Source: an optimization exercise on an open RTL-to-GDS flow (aim: small area). Production flows keep margins and buffers that such runs may drop. For this run, only the layout was checked, not whether the RTL still works. Power figures rest on the tool's default switching activity, not on a simulated workload.

[flow/config.mk]
export PLATFORM = sky130hd
export DESIGN_NAME = spaceinvaders
export DESIGN_NICKNAME = spaceinvaders
export VERILOG_FILES = /design/flow/design.v
export SDC_FILE = /design/flow/constraint.sdc
export NUM_CORES = 4
export LEC_CHECK = 0
export CAP_MARGIN = 20
export CORE_MARGIN = 2
export CORE_UTILIZATION = 40
export SLEW_MARGIN = 20
[flow/constraint.sdc]
create_clock -name core_clock -period 10.0 [get_ports {CLOCK_50}]
set_input_delay 2.0000 -clock core_clock [delete_from_list [all_inputs] [get_ports {CLOCK_50}]]
set_output_delay 2.0000 -clock core_clock [all_outputs]
set_load 0.01 [all_outputs]
[flow/design.v]
module spaceinvaders(
    input            CLOCK_50,       
    input            resetn,         
    input    [9:0]   SW,             
    output   [6:0]   HEX0,           
    output   [8:0]   VGA_X,          
    output   [8:0]   VGA_Y,          
    output   [2:0]   VGA_COLOUR,     
    output           VGA_PLOT        
    );
    wire [2:0] colour;
    wire [8:0] x;
    wire [8:0] y;
    wire writeEn;
    wire ld_player, ld_enemy, ld_enemy1, ld_enemy2, ld_enemy3, ld_enemy4, draw, draw_enemy, erase, move_l, move_r, init_bullet, shooting, ld_bullet, move_b, move_e, check;
	 wire endgame;
	 wire draw_board;
	 wire [2:0] score_out;
	 wire dead, dead1, dead2, dead3, dead4;
    assign VGA_X = x;
    assign VGA_Y = y;
    assign VGA_COLOUR = colour;
    assign VGA_PLOT = writeEn;
	 decoder hex(
					.VALUE(score_out),
					.HEX0(HEX0)
	);
    datapath d0(
            .clk(CLOCK_50),
            .resetn(resetn),
            .pos(SW[6:0]),
            .ld_player(ld_player),
            .ld_enemy(ld_enemy),
				.ld_enemy1(ld_enemy1),
				.ld_enemy2(ld_enemy2),
				.ld_enemy3(ld_enemy3),
				.ld_enemy4(ld_enemy4),
            .draw(draw),
				.draw_enemy(draw_enemy),
            .erase(erase),
				.init_bullet(init_bullet),
				.ld_bullet(ld_bullet),
            .out_x(x),
            .out_y(y),
            .out_color(colour),
				.move_l(move_l),
				.move_r(move_r),
				.move_b(move_b),
				.move_e(move_e),
				.check(check),
				.dead(dead),
				.dead1(dead1),
				.dead2(dead2),
				.dead3(dead3),
				.dead4(dead4),
				.endgame(endgame),
				.score_out(score_out),
				.draw_board(draw_board)
    );
    control c0(
        .clk(CLOCK_50),
        .resetn(resetn),
        .move_left(SW[1]),
        .move_right(SW[0]),
			.enable(SW[9]),
			.shoot(SW[2]),
        .ld_player(ld_player),
        .ld_enemy(ld_enemy),
		  .ld_enemy1(ld_enemy1),
		  .ld_enemy2(ld_enemy2),
		  .ld_enemy3(ld_enemy3),
		  .ld_enemy4(ld_enemy4),
        .draw(draw),
        .erase(erase),
        .writeEn(writeEn),
		  .move_l(move_l),
		  .move_r(move_r),
		  .init_bullet(init_bullet),
		  .ld_bullet(ld_bullet),
		  .move_b(move_b),
		  .move_e(move_e),
		  .check(check),
		  .draw_enemy(draw_enemy),
		  .endgame(endgame),
		  .dead(dead),
		  .dead1(dead1),
		  .dead2(dead2),
		  .dead3(dead3),
		  .dead4(dead4),
		  .draw_board(draw_board)
    );
endmodule
module datapath(
    input clk,
    input resetn,
    input [6:0] pos,
    input ld_player, ld_enemy,ld_enemy1, ld_enemy2, ld_enemy3, ld_enemy4, draw, draw_enemy, erase,move_l, move_r, init_bullet, ld_bullet, move_b, move_e, check,
	 input draw_board,
    output [8:0] out_x,
    output [8:0] out_y,
    output [2:0] out_color,
	 output shooting,
	 output dead, dead1, dead2, dead3, dead4,
	 output endgame,
	 output [2:0] score_out
     );
    reg [8:0] reg_x;
    reg [8:0] reg_y;
    reg [2:0] reg_color;
	 reg[8:0] player_x;
	 reg[8:0] player_y;
	 reg[2:0] player_color;
	 reg[8:0] enemy_x;
	 reg[8:0] enemy_y;
	 reg[2:0] enemy_color;
	 reg[1:0] enemy_direction;  
	 reg enemy_hit;
	 reg enemy_hit1;
	 reg enemy_hit2;
	 reg enemy_hit3;
	 reg enemy_hit4;
	 reg[8:0] bullet_x;
	 reg[8:0] bullet_y;
	 reg[2:0] bullet_color;
	 reg bullet_shooting;
	 reg[8:0] enemy_bullet_x;
	 reg[8:0] enemy_bullet_y;
	 reg[2:0] enemy_bullet_color;
	 reg enemy_bullet_shooting;
	 reg[7:0] board_counter_x;
	 reg[7:0] board_counter_y;
    reg [1:0] counter;  
	 reg [4:0] enemy_draw_counter;
    always @ (posedge clk) begin  
        if (!resetn) begin
            reg_x <= 8'd80;
            reg_y <= 8'b01110110;
            reg_color <= 3'b011;
				player_x <= 8'd80;
				player_y <= 8'b01110110;
				player_color <= 3'b011;
				enemy_x <= 8'd10;
				enemy_y <= 8'd10;
				enemy_color <= 3'b100;
				enemy_direction <= 2'b00;
				bullet_x <= 8'd80;
				bullet_y <= 8'b01110110;
				bullet_color <= 3'b111;
				bullet_shooting <= 1'b0;
				enemy_hit <= 1'b0;
				enemy_hit1 <= 1'b0;
				enemy_hit2 <= 1'b0;
				enemy_hit3 <= 1'b0;
				enemy_hit4 <= 1'b0;
				counter <= 2'b00;
				enemy_draw_counter <= 5'b00000;
				enemy_bullet_x <= 8'd0;
				enemy_bullet_y <= 8'd0;
				enemy_bullet_color <= 3'b100;
				enemy_bullet_shooting <= 1'b0;
				board_counter_x <= 8'd0;
				board_counter_y <= 8'd0;
				end
		  else begin
				if (ld_player) begin  
						reg_x <= player_x;
						reg_y <= player_y;
						reg_color <= player_color;
						end
				else begin
					if(ld_bullet && (bullet_shooting == 1'b1)) begin
						reg_x <= bullet_x;
						reg_y <= bullet_y;
						reg_color <= bullet_color;
						end
					else begin
						if(ld_enemy4) begin
							reg_x <= enemy_x+ 8'd120;
							reg_y <= enemy_y;
							reg_color <= enemy_color;
							end
						if(ld_enemy3) begin
							reg_x <= enemy_x+ 8'd90;
							reg_y <= enemy_y;
							reg_color <= enemy_color;
							end
						if(ld_enemy2) begin
							reg_x <= enemy_x+ 8'd60;
							reg_y <= enemy_y;
							reg_color <= enemy_color;
							end
						if(ld_enemy1) begin
							reg_x <= enemy_x + 8'd30;
							reg_y <= enemy_y;
							reg_color <= enemy_color;
							end
						if(ld_enemy) begin
							reg_x <= enemy_x;
							reg_y <= enemy_y;
							reg_color <= enemy_color;
							end
						end
					end
				if(init_bullet && (bullet_shooting == 1'b0)) begin  
						bullet_x <= player_x;
						bullet_y <= player_y - 2'b1;
						bullet_shooting <= 1'b1;
				end
					if(move_l && (player_x > 8'd9)) begin
						player_x <= player_x - 8'd3;
						end
					if(move_r && (player_x < 8'd151)) begin
						player_x <= player_x + 8'd3;
						end
					if((move_b && (bullet_y > 8'd0)) && (bullet_shooting == 1'b1)) begin
						bullet_y <= bullet_y - 8'd4;
					end
					if((move_b && (bullet_y <= 8'd10)) && (bullet_shooting == 1'b1)) begin
						bullet_shooting <= 1'b0;
						bullet_x <= player_x;
						bullet_y <= player_y;
					end
					if(move_e && (enemy_x == 8'd30) && (enemy_direction == 2'b00)) begin
						enemy_y <= enemy_y + 8'd2;
						enemy_direction <= 2'b01;
						end
					else begin
					if(move_e && ((enemy_x == 8'd10) && (enemy_direction == 2'b01))) begin
						enemy_y <= enemy_y + 1'b1;
						enemy_direction <= 2'b00;
					end
					else begin
						if(move_e && (enemy_direction == 2'b00)) begin
							enemy_x <= enemy_x + 1'b1;
							end
						else begin
							if(move_e && (enemy_direction == 2'b01))begin
								enemy_x <= enemy_x - 1'b1;
							end
							end
						end
					end
					if(draw) begin  
						if(counter == 2'b00) begin
						reg_x <= reg_x - 1'b1;
						reg_y <= reg_y + 1'b1;
						counter <= counter+1'b1;
						end
						else begin
						if(counter == 2'b11) begin
						reg_x <= reg_x + 1'b1;
						reg_y <= reg_y;
						counter <= 2'b00;
						end
						else begin
						reg_x<= reg_x +1'b1;
						counter<= counter+1'b1;
						end
						end
					end
					if(draw_enemy) begin
						if( (5'b01110 > enemy_draw_counter) &&   (enemy_draw_counter != 5'b00010) && (enemy_draw_counter != 5'b00111))begin
							reg_x <= reg_x +1'b1;
							enemy_draw_counter <= enemy_draw_counter + 1'b1;
						end
						else begin
							if(enemy_draw_counter == 5'b00010) begin
								reg_y <= reg_y + 1'b1;
								reg_x<= reg_x - 8'd3;
								enemy_draw_counter <= enemy_draw_counter + 1'b1;
							end
							if(enemy_draw_counter == 5'b00111) begin
								reg_y <= reg_y + 1'b1;
								reg_x <= reg_x - 8'd5;
								enemy_draw_counter <= enemy_draw_counter + 1'b1;
							end
							if(enemy_draw_counter == 5'b10000) begin
								reg_x <= reg_x - 8'd3;
								reg_y <= reg_y - 8'd3;
								enemy_draw_counter <= 5'b00000;
							end
							if(enemy_draw_counter == 5'b01111) begin
								reg_x <= reg_x + 8'd4;
								enemy_draw_counter <= enemy_draw_counter + 1'b1;
							end
							if(enemy_draw_counter == 5'b01110) begin
								reg_y <= reg_y + 1'b1;
								reg_x <= reg_x - 8'd5;
								enemy_draw_counter <= enemy_draw_counter + 1'b1;
							end
						end
					end
		if(check && (bullet_shooting == 1'b1)) begin
			if((bullet_x >= enemy_x - 8'd2) && (enemy_x + 8'd4 >= bullet_x) && (bullet_y >= enemy_y) && (enemy_y + 8'd3 >= bullet_y) && (enemy_hit == 1'b0)) begin
					enemy_hit <= 1'b1;
					bullet_shooting <= 1'b0;
			end
			if((bullet_x >= enemy_x + 8'd28) && (enemy_x + 8'd34 >= bullet_x) && (bullet_y >= enemy_y) && (enemy_y + 8'd3 >= bullet_y) && (enemy_hit1 == 1'b0)) begin
					enemy_hit1 <= 1'b1;
					bullet_shooting <= 1'b0;
			end
			if((bullet_x >= enemy_x + 8'd58) && (enemy_x + 8'd64 >= bullet_x) && (bullet_y >= enemy_y) && (enemy_y + 8'd3 >= bullet_y) && (enemy_hit2 == 1'b0)) begin
					enemy_hit2 <= 1'b1;
					bullet_shooting <= 1'b0;
			end
			if((bullet_x >= enemy_x + 8'd88) && (enemy_x + 8'd94 >= bullet_x) && (bullet_y >= enemy_y) && (enemy_y + 8'd3 >= bullet_y) && (enemy_hit3 == 1'b0)) begin
					enemy_hit3 <= 1'b1;
					bullet_shooting <= 1'b0;
			end
			if((bullet_x >= enemy_x + 8'd118) && (enemy_x + 8'd124 >= bullet_x) && (bullet_y >= enemy_y) && (enemy_y + 8'd3 >= bullet_y) && (enemy_hit4 == 1'b0)) begin
					enemy_hit4 <= 1'b1;
					bullet_shooting <= 1'b0;
			end
		end
		if(draw_board) begin
			if(8'd160 > board_counter_x) begin
				reg_x <= reg_x +1'b1;
				board_counter_x <= board_counter_x + 1'b1;
			end
			else begin
				reg_x <= 8'd0;
				reg_y <= reg_y + 1'b1;
				board_counter_x <= 8'd0;
			end
		end
		if (erase)
				reg_color <= 3'b000;
		end
		end
	 assign score_out = enemy_hit + enemy_hit1 + enemy_hit2 + enemy_hit3 + enemy_hit4;
	 assign dead = enemy_hit;
	 assign dead1 = enemy_hit1;
	 assign dead2 = enemy_hit2;
	 assign dead3 = enemy_hit3;
	 assign dead4 = enemy_hit4;
	 assign endgame = (enemy_hit && enemy_hit1 && enemy_hit2 && enemy_hit3 && enemy_hit4);
	 assign shooting = bullet_shooting;
    assign out_x = reg_x;
    assign out_y = reg_y;
    assign out_color = reg_color;
endmodule
module control(
		input clk,
		input resetn,
		input move_left,
		input move_right,
		input enable,
		input shoot,
		input shooting,
		input dead,
		input dead1,
		input dead2,
		input dead3,
		input dead4,
		input endgame,
		output reg ld_player, ld_enemy, ld_enemy1, ld_enemy2, ld_enemy3, ld_enemy4, draw, draw_enemy, erase, writeEn, move_l, move_r, init_bullet, ld_bullet, move_b, move_e, check,
		output reg draw_board
    );
	reg start_frame;
	reg reset_enemy, enable_enemy;
	reg enable_board;
	wire delay_out, frame_out, next, start;
	frame_counter f0(delay_out, clk, resetn, enable);
	enemy_counter e0(next, clk, reset_enemy, enable_enemy);
	board_counter b0(start, clk, resetn, enable_board);
    reg [6:0] current_state, next_state;
    localparam ERASE_BOARD = 7'd79,
					S_LOAD_INIT = 7'd0,
               S_DRAW_INIT = 7'd1,
					S_LOAD_ENEMY = 7'd24,
					S_DRAW_ENEMY = 7'd25,
					S_LOAD_ENEMY1 = 7'd34,
					S_DRAW_ENEMY1 = 7'd35,
					S_LOAD_ENEMY2 = 7'd36,
					S_DRAW_ENEMY2 = 7'd37,
					S_LOAD_ENEMY3 = 7'd38,
					S_DRAW_ENEMY3 = 7'd39,
					S_LOAD_ENEMY4 = 7'd40,
					S_DRAW_ENEMY4 = 7'd41,
					WAIT = 7'd2,   
					MOVE_L = 7'd3,
					MOVE_R = 7'd4,
					ERASE = 7'd5,
					DRAW_ERASE = 7'd6,
					LOAD_PLAYER = 7'd7,
					DRAW_PLAYER = 7'd8,
					S_DRAW_INIT1 = 7'd9,
					S_DRAW_INIT2 = 7'd10,
					S_DRAW_INIT3 = 7'd11,
					DRAW_ERASE1 = 7'd12,
					DRAW_ERASE2 = 7'd13,
					DRAW_ERASE3 = 7'd14,
					DRAW_PLAYER1 = 7'd15,
					DRAW_PLAYER2 = 7'd16,
					DRAW_PLAYER3 = 7'd17,
					INIT_BULLET = 7'd18,
					LOAD_BULLET = 7'd19,
					DRAW_BULLET = 7'd20,
					ERASE_BULLET = 7'd21,
					DRAW_ERASE_BULLET = 7'd22,
					MOVE_BULLET = 7'd23,
					ERASE_ENEMY = 7'd26,
					DRAW_ERASE_ENEMY = 7'd27,
					ERASE_ENEMY1 = 7'd42,
					DRAW_ERASE_ENEMY1 = 7'd43,
					ERASE_ENEMY2 = 7'd44,
					DRAW_ERASE_ENEMY2 = 7'd45,
					ERASE_ENEMY3 = 7'd46,
					DRAW_ERASE_ENEMY3 = 7'd47,
					ERASE_ENEMY4 = 7'd48,
					DRAW_ERASE_ENEMY4 = 6'd49,
					MOVE_ENEMY = 7'd28,
					LOAD_ENEMY = 7'd29,
					DRAW_ENEMY = 7'd30,
					LOAD_ENEMY1 = 7'd50,
					DRAW_ENEMY1 = 7'd51,
					LOAD_ENEMY2 = 7'd52,
					DRAW_ENEMY2 = 7'd53,
					LOAD_ENEMY3 = 7'd54,
					DRAW_ENEMY3 = 7'd55,
					LOAD_ENEMY4 = 7'd56,
					DRAW_ENEMY4 = 7'd57,
					CHECK = 7'd31,
					START = 7'd32,
					LOAD_ERASE_BULLET = 7'd33,
					ENDGAME = 7'd58,
					ERASE_ENEMY_BULLET = 7'd59,
					ERASE_DRAW_ENEMY_BULLET = 7'd60,
					ERASE_ENEMY_BULLET1 = 7'd61,
					ERASE_DRAW_ENEMY_BULLET1 = 7'd62,
					ERASE_ENEMY_BULLET2 = 7'd63,
					ERASE_DRAW_ENEMY_BULLET2 = 7'd64,
					ERASE_ENEMY_BULLET3 = 7'd65,
					ERASE_DRAW_ENEMY_BULLET3 = 7'd66,
					ERASE_ENEMY_BULLET4 = 7'd67,
					ERASE_DRAW_ENEMY_BULLET4 = 7'd68,
					LOAD_ENEMY_BULLET = 7'd69,
					DRAW_ENEMY_BULLET = 7'd70,
					LOAD_ENEMY_BULLET1 = 7'd71,
					DRAW_ENEMY_BULLET1 = 7'd72,
					LOAD_ENEMY_BULLET2 = 7'd73,
					DRAW_ENEMY_BULLET2 = 7'd74,
					LOAD_ENEMY_BULLET3 = 7'd75,
					DRAW_ENEMY_BULLET3 = 7'd76,
					LOAD_ENEMY_BULLET4 = 7'd77,
					DRAW_ENEMY_BULLET4 = 7'd78;
    always@(*)
    begin: state_table
            case (current_state)
				ERASE_BOARD: next_state = (start)?S_LOAD_INIT : ERASE_BOARD;
				START: next_state = S_LOAD_INIT;
				S_LOAD_INIT: next_state = S_DRAW_INIT;
				S_DRAW_INIT: next_state = S_DRAW_INIT1;
				S_DRAW_INIT1: next_state = S_DRAW_INIT2;
				S_DRAW_INIT2: next_state = S_DRAW_INIT3;
				S_DRAW_INIT3: next_state = S_LOAD_ENEMY;
				S_LOAD_ENEMY: next_state = S_DRAW_ENEMY;
				S_DRAW_ENEMY: next_state = (next)?S_LOAD_ENEMY1 : S_DRAW_ENEMY;
				S_LOAD_ENEMY1: next_state = S_DRAW_ENEMY1;
				S_DRAW_ENEMY1: next_state = (next)?S_LOAD_ENEMY2 : S_DRAW_ENEMY1;
				S_LOAD_ENEMY2: next_state = S_DRAW_ENEMY2;
				S_DRAW_ENEMY2: next_state = (next)?S_LOAD_ENEMY3: S_DRAW_ENEMY2;
				S_LOAD_ENEMY3: next_state = S_DRAW_ENEMY3;
				S_DRAW_ENEMY3: next_state = (next)?S_LOAD_ENEMY4 : S_DRAW_ENEMY3;
				S_LOAD_ENEMY4: next_state = S_DRAW_ENEMY4;
				S_DRAW_ENEMY4: next_state = (next)?WAIT: S_DRAW_ENEMY4;
				WAIT:next_state = ERASE;
				ERASE: next_state = (delay_out)? DRAW_ERASE : ERASE;
				DRAW_ERASE: next_state = DRAW_ERASE1;
				DRAW_ERASE1: next_state = DRAW_ERASE2;
				DRAW_ERASE2: next_state = DRAW_ERASE3;
				DRAW_ERASE3: begin
					next_state = LOAD_PLAYER;
					if(move_left)
						next_state = MOVE_L;
					else if(move_right)
						next_state = MOVE_R;
					else if(shoot)
						next_state = INIT_BULLET;
					end
				INIT_BULLET: next_state = LOAD_PLAYER;
				MOVE_L: next_state = LOAD_PLAYER;
				MOVE_R: next_state = LOAD_PLAYER;
				LOAD_PLAYER : next_state = DRAW_PLAYER;
				DRAW_PLAYER : next_state = DRAW_PLAYER1;
				DRAW_PLAYER1 : next_state = DRAW_PLAYER2;
				DRAW_PLAYER2 : next_state = DRAW_PLAYER3;
				DRAW_PLAYER3 : next_state = LOAD_ERASE_BULLET;
				LOAD_ERASE_BULLET : next_state = ERASE_BULLET;
				ERASE_BULLET:  next_state = DRAW_ERASE_BULLET;
				DRAW_ERASE_BULLET: next_state = MOVE_BULLET;
				MOVE_BULLET: next_state = LOAD_BULLET;
				LOAD_BULLET: next_state = DRAW_BULLET;
				DRAW_BULLET: next_state = ERASE_ENEMY;
				ERASE_ENEMY: next_state = DRAW_ERASE_ENEMY;
				DRAW_ERASE_ENEMY: next_state = (next)?ERASE_ENEMY1 : DRAW_ERASE_ENEMY;
				ERASE_ENEMY1: next_state = DRAW_ERASE_ENEMY1;
				DRAW_ERASE_ENEMY1: next_state = (next)?ERASE_ENEMY2 : DRAW_ERASE_ENEMY1;
				ERASE_ENEMY2: next_state = DRAW_ERASE_ENEMY2;
				DRAW_ERASE_ENEMY2: next_state = (next)?ERASE_ENEMY3 : DRAW_ERASE_ENEMY2;
				ERASE_ENEMY3: next_state = DRAW_ERASE_ENEMY3;
				DRAW_ERASE_ENEMY3: next_state = (next)?ERASE_ENEMY4 : DRAW_ERASE_ENEMY3;
				ERASE_ENEMY4: next_state = DRAW_ERASE_ENEMY4;
				DRAW_ERASE_ENEMY4: next_state = (next)?MOVE_ENEMY : DRAW_ERASE_ENEMY4;
				MOVE_ENEMY: next_state = LOAD_ENEMY;
				LOAD_ENEMY: next_state = (dead != 1'b1)?DRAW_ENEMY: LOAD_ENEMY1;
				DRAW_ENEMY: next_state = (next)?LOAD_ENEMY1 : DRAW_ENEMY;
				LOAD_ENEMY1: next_state = (dead1!= 1'b1)?DRAW_ENEMY1 : LOAD_ENEMY2;
				DRAW_ENEMY1: next_state = (next)?LOAD_ENEMY2 : DRAW_ENEMY1;
				LOAD_ENEMY2: next_state = (dead2 != 1'b1)?DRAW_ENEMY2 : LOAD_ENEMY3;
				DRAW_ENEMY2: next_state = (next)?LOAD_ENEMY3: DRAW_ENEMY2;
				LOAD_ENEMY3: next_state = (dead3 != 1'b1)?DRAW_ENEMY3 : LOAD_ENEMY4;
				DRAW_ENEMY3: next_state = (next)?LOAD_ENEMY4 : DRAW_ENEMY3;
				LOAD_ENEMY4: next_state = (dead4 != 1'b1)?DRAW_ENEMY4 : CHECK;
				DRAW_ENEMY4: next_state = (next)?CHECK: DRAW_ENEMY4;
				CHECK: next_state = (!endgame)?WAIT : ENDGAME;
				ENDGAME: next_state = ENDGAME;
				default: next_state = ERASE_BOARD;
				endcase
    end  
    always @(*)
    begin: enable_signals
        ld_player = 1'b0;
        ld_enemy = 1'b0;
		  ld_enemy1 = 1'b0;
		  ld_enemy2 = 1'b0;
		  ld_enemy3 = 1'b0;
		  ld_enemy4 = 1'b0;
        draw = 1'b0;  
		  draw_enemy = 1'b0;  
        erase = 1'b0;  
        writeEn  = 1'b0;  
		  move_l = 1'b0;
		  move_r = 1'b0;
		  start_frame = 1'b0;  
		  init_bullet = 1'b0;
		  ld_bullet = 1'b0;
		  move_b = 1'b0;
		  move_e = 1'b0;
		  reset_enemy = 1'b0;
		  enable_enemy = 1'b0;
		  check = 1'b0;
		  draw_board = 1'b0;
		  enable_board = 1'b0;
        case (current_state)
            S_LOAD_INIT: begin
					ld_player = 1'b1;
					end
            S_DRAW_INIT: begin
                draw = 1'b1;
                writeEn = 1'b1;
					end
				S_DRAW_INIT1: begin
                draw = 1'b1;
                writeEn = 1'b1;
					end
				S_DRAW_INIT2: begin
                draw = 1'b1;
                writeEn = 1'b1;
					end
				S_DRAW_INIT3: begin
                draw = 1'b1;
                writeEn = 1'b1;
					end
				S_LOAD_ENEMY: begin
					ld_enemy = 1'b1;
					reset_enemy = 1'b1;
					end
				S_DRAW_ENEMY: begin
					draw_enemy = 1'b1;
					writeEn = 1'b1;
					enable_enemy =1'b1;
					end
				S_LOAD_ENEMY1: begin
					ld_enemy1 = 1'b1;
					reset_enemy = 1'b1;
					end
				S_DRAW_ENEMY1: begin
					draw_enemy = 1'b1;
					writeEn = 1'b1;
					enable_enemy = 1'b1;
					end
				S_LOAD_ENEMY2: begin
					ld_enemy2 = 1'b1;
					reset_enemy = 1'b1;
					end
				S_DRAW_ENEMY2: begin
					draw_enemy = 1'b1;
					writeEn = 1'b1;
					enable_enemy = 1'b1;
					end
				S_LOAD_ENEMY3: begin
					ld_enemy3 = 1'b1;
					reset_enemy = 1'b1;
					end
				S_DRAW_ENEMY3: begin
					draw_enemy = 1'b1;
					writeEn = 1'b1;
					enable_enemy = 1'b1;
					end
				S_LOAD_ENEMY4: begin
					ld_enemy4 = 1'b1;
					reset_enemy = 1'b1;
					end
				S_DRAW_ENEMY4: begin
					draw_enemy = 1'b1;
					writeEn = 1'b1;
					enable_enemy = 1'b1;
					end
				ERASE: begin
					start_frame = 1'b1;
    				ld_player = 1'b1;
					erase = 1'b1;
					end
				DRAW_ERASE: begin
					draw = 1'b1;
					writeEn = 1'b1;
					end
				DRAW_ERASE1: begin
					draw = 1'b1;
					writeEn = 1'b1;
					end
				DRAW_ERASE2: begin
					draw = 1'b1;
					writeEn = 1'b1;
					end
				DRAW_ERASE3: begin
					draw = 1'b1;
					writeEn = 1'b1;
					end
				MOVE_L: begin
					move_l = 1'b1;
					end
				MOVE_R: begin
					move_r = 1'b1;
					end
				INIT_BULLET: begin
					init_bullet = 1'b1;
					end
				LOAD_PLAYER: begin
					ld_player = 1'b1;
					end
				DRAW_PLAYER: begin
					draw = 1'b1;
					writeEn = 1'b1;
					end
				DRAW_PLAYER1: begin
					draw = 1'b1;
					writeEn = 1'b1;
					end
				DRAW_PLAYER2: begin
					draw = 1'b1;
					writeEn = 1'b1;
					end
				DRAW_PLAYER3: begin
					draw = 1'b1;
					writeEn = 1'b1;
					end
				LOAD_ERASE_BULLET: begin
					ld_bullet = 1'b1;
					end
				ERASE_BULLET: begin
					ld_bullet = 1'b1;
					erase = 1'b1;
					end
				DRAW_ERASE_BULLET: begin
					writeEn = 1'b1;
					end
				MOVE_BULLET: begin
					move_b = 1'b1;
					end
				LOAD_BULLET: begin
					ld_bullet = 1'b1;
					end
				DRAW_BULLET: begin
					writeEn = 1'b1;
				end
				ERASE_ENEMY: begin
					ld_enemy = 1'b1;
					reset_enemy = 1'b1;
					erase = 1'b1;
					end
				DRAW_ERASE_ENEMY: begin
					writeEn = 1'b1;
					draw_enemy = 1'b1;
					enable_enemy = 1'b1;
					end
				ERASE_ENEMY1: begin
					ld_enemy1 = 1'b1;
					reset_enemy = 1'b1;
					erase = 1'b1;
					end
				DRAW_ERASE_ENEMY1: begin
					writeEn = 1'b1;
					draw_enemy = 1'b1;
					enable_enemy = 1'b1;
					end
				ERASE_ENEMY2: begin
					ld_enemy2 = 1'b1;
					reset_enemy = 1'b1;
					erase = 1'b1;
					end
				DRAW_ERASE_ENEMY2: begin
					writeEn = 1'b1;
					draw_enemy = 1'b1;
					enable_enemy = 1'b1;
					end
				ERASE_ENEMY3: begin
					ld_enemy3 = 1'b1;
					reset_enemy = 1'b1;
					erase = 1'b1;
					end
				DRAW_ERASE_ENEMY3: begin
					writeEn = 1'b1;
					draw_enemy = 1'b1;
					enable_enemy = 1'b1;
					end
				ERASE_ENEMY4: begin
					ld_enemy4 = 1'b1;
					reset_enemy = 1'b1;
					erase = 1'b1;
					end
				DRAW_ERASE_ENEMY4: begin
					writeEn = 1'b1;
					draw_enemy = 1'b1;
					enable_enemy = 1'b1;
					end
				MOVE_ENEMY: begin
					move_e = 1'b1;
					end
				LOAD_ENEMY: begin
					reset_enemy = 1'b1;
					ld_enemy = 1'b1;
					end
				DRAW_ENEMY: begin
					writeEn = 1'b1;
					draw_enemy = 1'b1;
					enable_enemy = 1'b1;
					end
				LOAD_ENEMY1: begin
					ld_enemy1 = 1'b1;
					reset_enemy = 1'b1;
					end
				DRAW_ENEMY1: begin
					draw_enemy = 1'b1;
					writeEn = 1'b1;
					enable_enemy = 1'b1;
					end
				LOAD_ENEMY2: begin
					ld_enemy2 = 1'b1;
					reset_enemy = 1'b1;
					end
				DRAW_ENEMY2: begin
					draw_enemy = 1'b1;
					writeEn = 1'b1;
					enable_enemy = 1'b1;
					end
				LOAD_ENEMY3: begin
					ld_enemy3 = 1'b1;
					reset_enemy = 1'b1;
					end
				DRAW_ENEMY3: begin
					draw_enemy = 1'b1;
					writeEn = 1'b1;
					enable_enemy = 1'b1;
					end
				LOAD_ENEMY4: begin
					ld_enemy4 = 1'b1;
					reset_enemy = 1'b1;
					end
				DRAW_ENEMY4: begin
					draw_enemy = 1'b1;
					writeEn = 1'b1;
					enable_enemy = 1'b1;
					end
				CHECK: begin
					check = 1'b1;
					end
				ERASE_BOARD: begin
					enable_board = 1'b1;
					draw_board = 1'b1;
					erase = 1'b1;
					writeEn = 1'b1;
					end
        endcase
    end  
    always@(posedge clk)
    begin: state_FFs
        if(!resetn)
            current_state <= ERASE_BOARD;
        else
            current_state <= next_state;
    end  
endmodule
module frame_counter(output out, input clk, input resetn, input enable);
 reg[22:0] q;
 always@(posedge clk)
  begin
    if(!resetn)
     q<= 23'd299;  
    else if(enable== 1'b1)
    begin
      if(q == 23'd0)
        q<= 23'd299;
      else
        q<= q-1'b1;
    end
  end
  assign out = (q== 23'b000000000000000000000000)? 1'b1 : 1'b0;
endmodule
module enemy_counter(output next, input clk, input resetn, input enable);
	reg[4:0] q;
	always @ (posedge clk) begin
		if(resetn) begin
			q<= 5'b00000;
		end
		else begin
			if(enable == 1'b1) begin
				q <= q +1'b1;
			end
		end
	end
	assign next = (q == 5'b10000)? 1'b1 : 1'b0;
endmodule
module board_counter(output start, input clk, input resetn, input enable);
	reg[14:0] q;
	always @ (posedge clk) begin
		if(!resetn) begin
			q<= 15'b0000000000000000;
		end
		else begin
			if(enable == 1'b1) begin
				q <= q +1'b1;
			end
		end
	end
	assign start = (q == 15'b110010000000000)? 1'b1 : 1'b0;
endmodule
module decoder(HEX0,VALUE);
    input [8:0] VALUE;
    output [6:0] HEX0;
    segment0 a(
    .c0(VALUE[0]),
    .c1(VALUE[1]),
    .c2(VALUE[2]),
    .c3(VALUE[3]),
    .h0(HEX0[0])
    );
    segment1 b(
    .c0(VALUE[0]),
    .c1(VALUE[1]),
    .c2(VALUE[2]),
    .c3(VALUE[3]),
    .h1(HEX0[1])
    );
    segment2 c(
    .c0(VALUE[0]),
    .c1(VALUE[1]),
    .c2(VALUE[2]),
    .c3(VALUE[3]),
    .h2(HEX0[2])
    );
    segment3 d(
    .c0(VALUE[0]),
    .c1(VALUE[1]),
    .c2(VALUE[2]),
    .c3(VALUE[3]),
    .h3(HEX0[3])
    );
    segment4 e(
    .c0(VALUE[0]),
    .c1(VALUE[1]),
    .c2(VALUE[2]),
    .c3(VALUE[3]),
    .h4(HEX0[4])
    );
    segment5 f(
    .c0(VALUE[0]),
    .c1(VALUE[1]),
    .c2(VALUE[2]),
    .c3(VALUE[3]),
    .h5(HEX0[5])
    );
    segment6 g(
    .c0(VALUE[0]),
    .c1(VALUE[1]),
    .c2(VALUE[2]),
    .c3(VALUE[3]),
    .h6(HEX0[6])
    );
endmodule
module segment0(c0, c1, c2, c3, h0);
    input c0;
    input c1;
    input c2;
    input c3;
    output h0;
    assign h0 = ~c1&c0&~c3&~c2|~c1&~c0&~c3&c2|~c1&c0&c3&c2|c1&c0&c3&~c2;
endmodule
module segment1(c0, c1, c2, c3, h1);
    input c0;
    input c1;
    input c2;
    input c3;
    output h1;
    assign h1 = ~c1&c0&~c3&c2|c1&~c0&c2|c1&c0&c3|~c0&c3&c2;
endmodule
module segment2(c0, c1, c2, c3, h2);
    input c0;
    input c1;
    input c2;
    input c3;
    output h2;
    assign h2 = c1&~c0&~c3&~c2|c1&c3&c2|~c0&c3&c2;
endmodule
module segment3(c0, c1, c2, c3, h3);
    input c0;
    input c1;
    input c2;
    input c3;
    output h3;
    assign h3 = ~c1&c0&~c2|c1&c0&c2|~c1&~c0&~c3&c2|~c0&c1&c3&~c2;
endmodule
module segment4(c0, c1, c2, c3, h4);
    input c0;
    input c1;
    input c2;
    input c3;
    output h4;
    assign h4 = ~c3&c2&~c1|~c3&c0&~c2|~c2&c0&~c1|c0&c1&~c3;
endmodule
module segment5(c0, c1, c2, c3, h5);
    input c0;
    input c1;
    input c2;
    input c3;
    output h5;
    assign h5 = c0&~c3&~c2|c1&~c3&~c2|c1&c0&~c3|c0&~c1&c3&c2;
endmodule
module segment6(c0, c1, c2, c3, h6);
    input c0;
    input c1;
    input c2;
    input c3;
    output h6;
    assign h6 = c3&c2&~c1&~c0|~c1&~c3&~c2|c1&c0&~c3&c2;
endmodule
[flow/run.sh]
#!/bin/bash
# synth_recipe.tcl (not shown) runs the flow's synth.tcl, then flattens the netlist and writes it again
# the make line also repeats each setting of config.mk as NAME=value (left out here)
make -C /OpenROAD-flow-scripts/flow DESIGN_CONFIG=/design/flow/config.mk WORK_HOME=/design/flow/orfs CLKGATE_MAP_FILE= SYNTH_SCRIPT=/design/flow/synth_recipe.tcl finish
==> notes.md <==
final cells by class:
cell class / instances / area share, %
Clock buffer: 21 / 2.892
Inverter: 110 / 2.593
Sequential cell: 156 / 19.61
Clock inverter: 11 / 0.9822
Timing Repair Buffer: 57 / 3.190
Tap cell: 468 / 3.678
Multi-Input combinational cell: 1589 / 67.05
path summary, 6_finish.rpt:
check | from | end | slack, ns | depth (start not counted)
worst max register to register | c0.current_state[6] | VGA_PLOT | 5.95 | 9
worst max-delay path | d0.enemy_hit1 | HEX0[1] | 4.53 | 9
worst min-delay path | d0.board_counter_x[7] | d0.board_counter_x[7] | 0.47 | 2
worst min register to register | d0.board_counter_x[7] | d0.board_counter_x[7] | 0.47 | 2
kinds of logic after synthesis:
logic type	count (synthesis)	share of synthesized area, %
flops	156	21.15
mux	24	1.669
buf+inv	240	6.584
simple gates	722	24.55
fa+ha+maj	155	13.34
xor+xnor	161	9.550
compound gates	527	23.16
metal layers:
layer	GRT usage (%)	up-vias	part of all wire, %
met5	0	-	0
met4	8.418	0	2.7
met3	3.163	95	6.8
met2	37.59	534	45
met1	31.47	6845	45
li1	-	7003	-
per-stage QoR:
step                setup WS [ns]  area (um2)  cells  hold WS [ns]  total power, W
global route                4.377       15920   2412        0.5048        0.002644
detailed placement          4.856       15310   2380        0.4665        0.001795
finish                      4.533       15920   2412        0.4722        0.002505
global placement            4.873       15310   2380        0.4435        0.001790
floorplan                   5.487       14770   1985        0.3931        0.001526
CTS                         4.496       15920   2412        0.4795        0.002496
worst reg2reg max path, delay by kind of cell (launching register included):
kind | cells | cell delay (ns)
compound gates | 3 | 1.09
buf+inv | 1 | 0.27
flops | 1 | 0.83
mux | 1 | 0.14
simple gates | 4 | 1.59
layout by cell type, fill, tap and decap left out, drive strengths merged, types with 29 or more instances in the layout:
cell           instances
nand2                173
o21ai                115
inv                  113
dfxtp                156
ha                   151
xor2                  60
nor2                 197
clkdlybuf4s50         33
nand3                 66
xnor2                101
nor4                  29
nor3                  59
nand2b                34
nor2b                 29
a21oi                151
power groups by stage:
stage / Combinational (W) / Clock [W] / Sequential (W)
2_1_floorplan: 0.000797 / 0 / 0.000730
3_3_place_gp: 0.00102 / 0 / 0.000773
3_5_place_dp: 0.00102 / 0 / 0.000772
4_1_cts: 0.00103 / 0.000712 / 0.000759
5_1_grt: 0.00114 / 0.000736 / 0.000768
6_report: 0.00105 / 0.000697 / 0.000761
==> flow_metrics.tcl <==
set metrics [dict create \
    clock-sinks 156 \
    ys_top_cells_by_count "nor2_1 (197), nand2_1 (173), dfxtp_1 (156)" \
    tightest_slew_ns 1.085 \
    fillers 3686 \
    start_util_pct 40.43 \
    wl_per_cell_um 18.64 \
    die_area_mm2 0.03847 \
    numCtsBuffers 17 \
    yosysUniqueCellTypes 87 \
    totalWireLength_mm 44.96 \
    postRouteAntennaNets 0 \
    fin_crit_sh_pct 54.67 \
    grt_start_max_net_pins 64 \
    utilization_pct 43.60 \
    cts-resized-gates 0 \
    antenna_found_initial 0 \
    cts_setup_buffers 0 \
    finalHoldViolCount 0 \
    area.growth.synth_to_final_pct 7.839 \
    slew_headroom_pct 25.81 \
    cp_cell_sequence "ha_1 > inv_1 > fa_1 > inv_1 > ha_1 > fa_1 > xor2_1 > and2_1 > clkdlybuf4s50_1" \
    rows 70 \
    diodes 0 \
    dp_hpwl_mm 32.36 \
    share_comb_of_total_power_pct 41.8 \
    synth.avg_cell_area_um2 7.438 \
    synthCells 1985 \
    p_sw_share_pct 41.33 \
    finClkSkew_ns 0.02616 \
    clkPwrFrac_pct 27.8 \
    regMostFlops "c0.f0.q" \
    power.density_mw_per_mm2 157.3 \
    viasPerCell 6.002 \
    min_period_ns 5.467 \
    p_int_w 0.001469 \
    die_h_um 196.1 \
    status "timing/DRC/antenna clean" \
    htreeDepth 4 \
    cp.arrival_ns 3.47 \
    largestRegisters "c0.f0.q x23, c0.b0.q x15" \
    drv_cap 0 \
    finalMaxSlewViolations 0 \
    seq_power_share_pct 30.4 \
    crit_type "reg -> out" \
    ys_ff_latch 156 \
    syn_area_mm2 0.01477 \
    cts.clk_slew.worst_paths_ns 0.06 \
    cp_num_buf_inv 3 \
    first_global_vias 13580 \
    slowest_delay_ns 0.64 \
    largest_reg_flops 23 \
    finalSetupViolations 0 \
    yosysWarnings 6 \
    io_buffers 34 \
    rsz0062_at_grt "false" \
    critPathSlowestCell "fa_1" \
    cp_max_fo 7 \
    synth_edf_count 0 \
    yosysTopAreaCellShare_pct 21.15 \
    first_pass_iters 5 \
    core-area_mm2 0.03652 \
    die_w_um 196.1 \
    gr-usage-all-layers_pct 23.20 \
    grt_overflow 0 \
    cts_tree "built" \
    async_reset_ff_share_pct 0 \
    drc 0 \
    fmax_mhz 182.9 \
    synth_ff_type "dfxtp_1" \
    startpoint_type "flip-flop" \
    holdBufCountCts 0 \
    syn-num-nets 2152 \
    setup_tns_ns 0 \
    synth.most_common_cell "nor2_1" \
    cts_root_buf "clkbuf_16" \
    cp-end-kind "output port" \
    multi_input_area_mm2 0.01068 \
    ir_worst_vdd_uv 113.9 \
    layout-drive-gt1-share_pct 4.424 \
    ys_top_cells_by_area "dfxtp_1 (21%), ha_1 (13%), xnor2_1 (6.0%), a21oi_1 (5.1%), nor2_1 (5.0%)" \
    p_switching_w 0.001035 \
    fin_nets 2098 \
    seq_area_mm2 0.003123 \
    num_vias 14480 \
    synth_area_leader_cell "dfxtp_1" \
    hold_path.class "reg -> reg" \
    ys_seq_area_share_pct 21.15 \
    grt_pass1_wl_mm 72.52 \
    clockBufferDepth 2 \
    clock_latency_ns 0.45 \
    gp_congestion 0.9289 \
    required_ns 8.00 \
    drtIter0Drc 1482 \
    cp_top_family "adder cells" \
    p_leak_nw 6.176 \
    ios 41 \
]

## afterwards: timing with drivers on the ports
Ports are ideal in the flow. The routed layout listed here was re-timed in OpenROAD.
Step 1 (the two cells are an assumption about what drives the block):
set clk [get_ports {CLOCK_50}]
set_driving_cell -lib_cell sky130_fd_sc_hd__clkbuf_16 $clk
set_driving_cell -lib_cell sky130_fd_sc_hd__buf_2 [delete_from_list [all_inputs] $clk]
Step 2 adds t to the input delays and takes it off the output delays; t is the mean of the earliest and latest rising clock arrival at the registers after step 1. Input paths then give back, and output paths get back, about the clock's delay inside the block.
Slacks: ideal / step 1 / step 2; pairs: ideal / step 1.
t (ns): 0.487
slack for setup (ns): 4.533 / 4.482 / 4.761
worst setup path after step 2: input to register
worst register clock-pin slew, ns: 0.08 / 0.08
After both steps this run still meets setup and hold. The setup slack of this run moves by -0.051 ns with the drivers and by +0.228 ns with both steps.
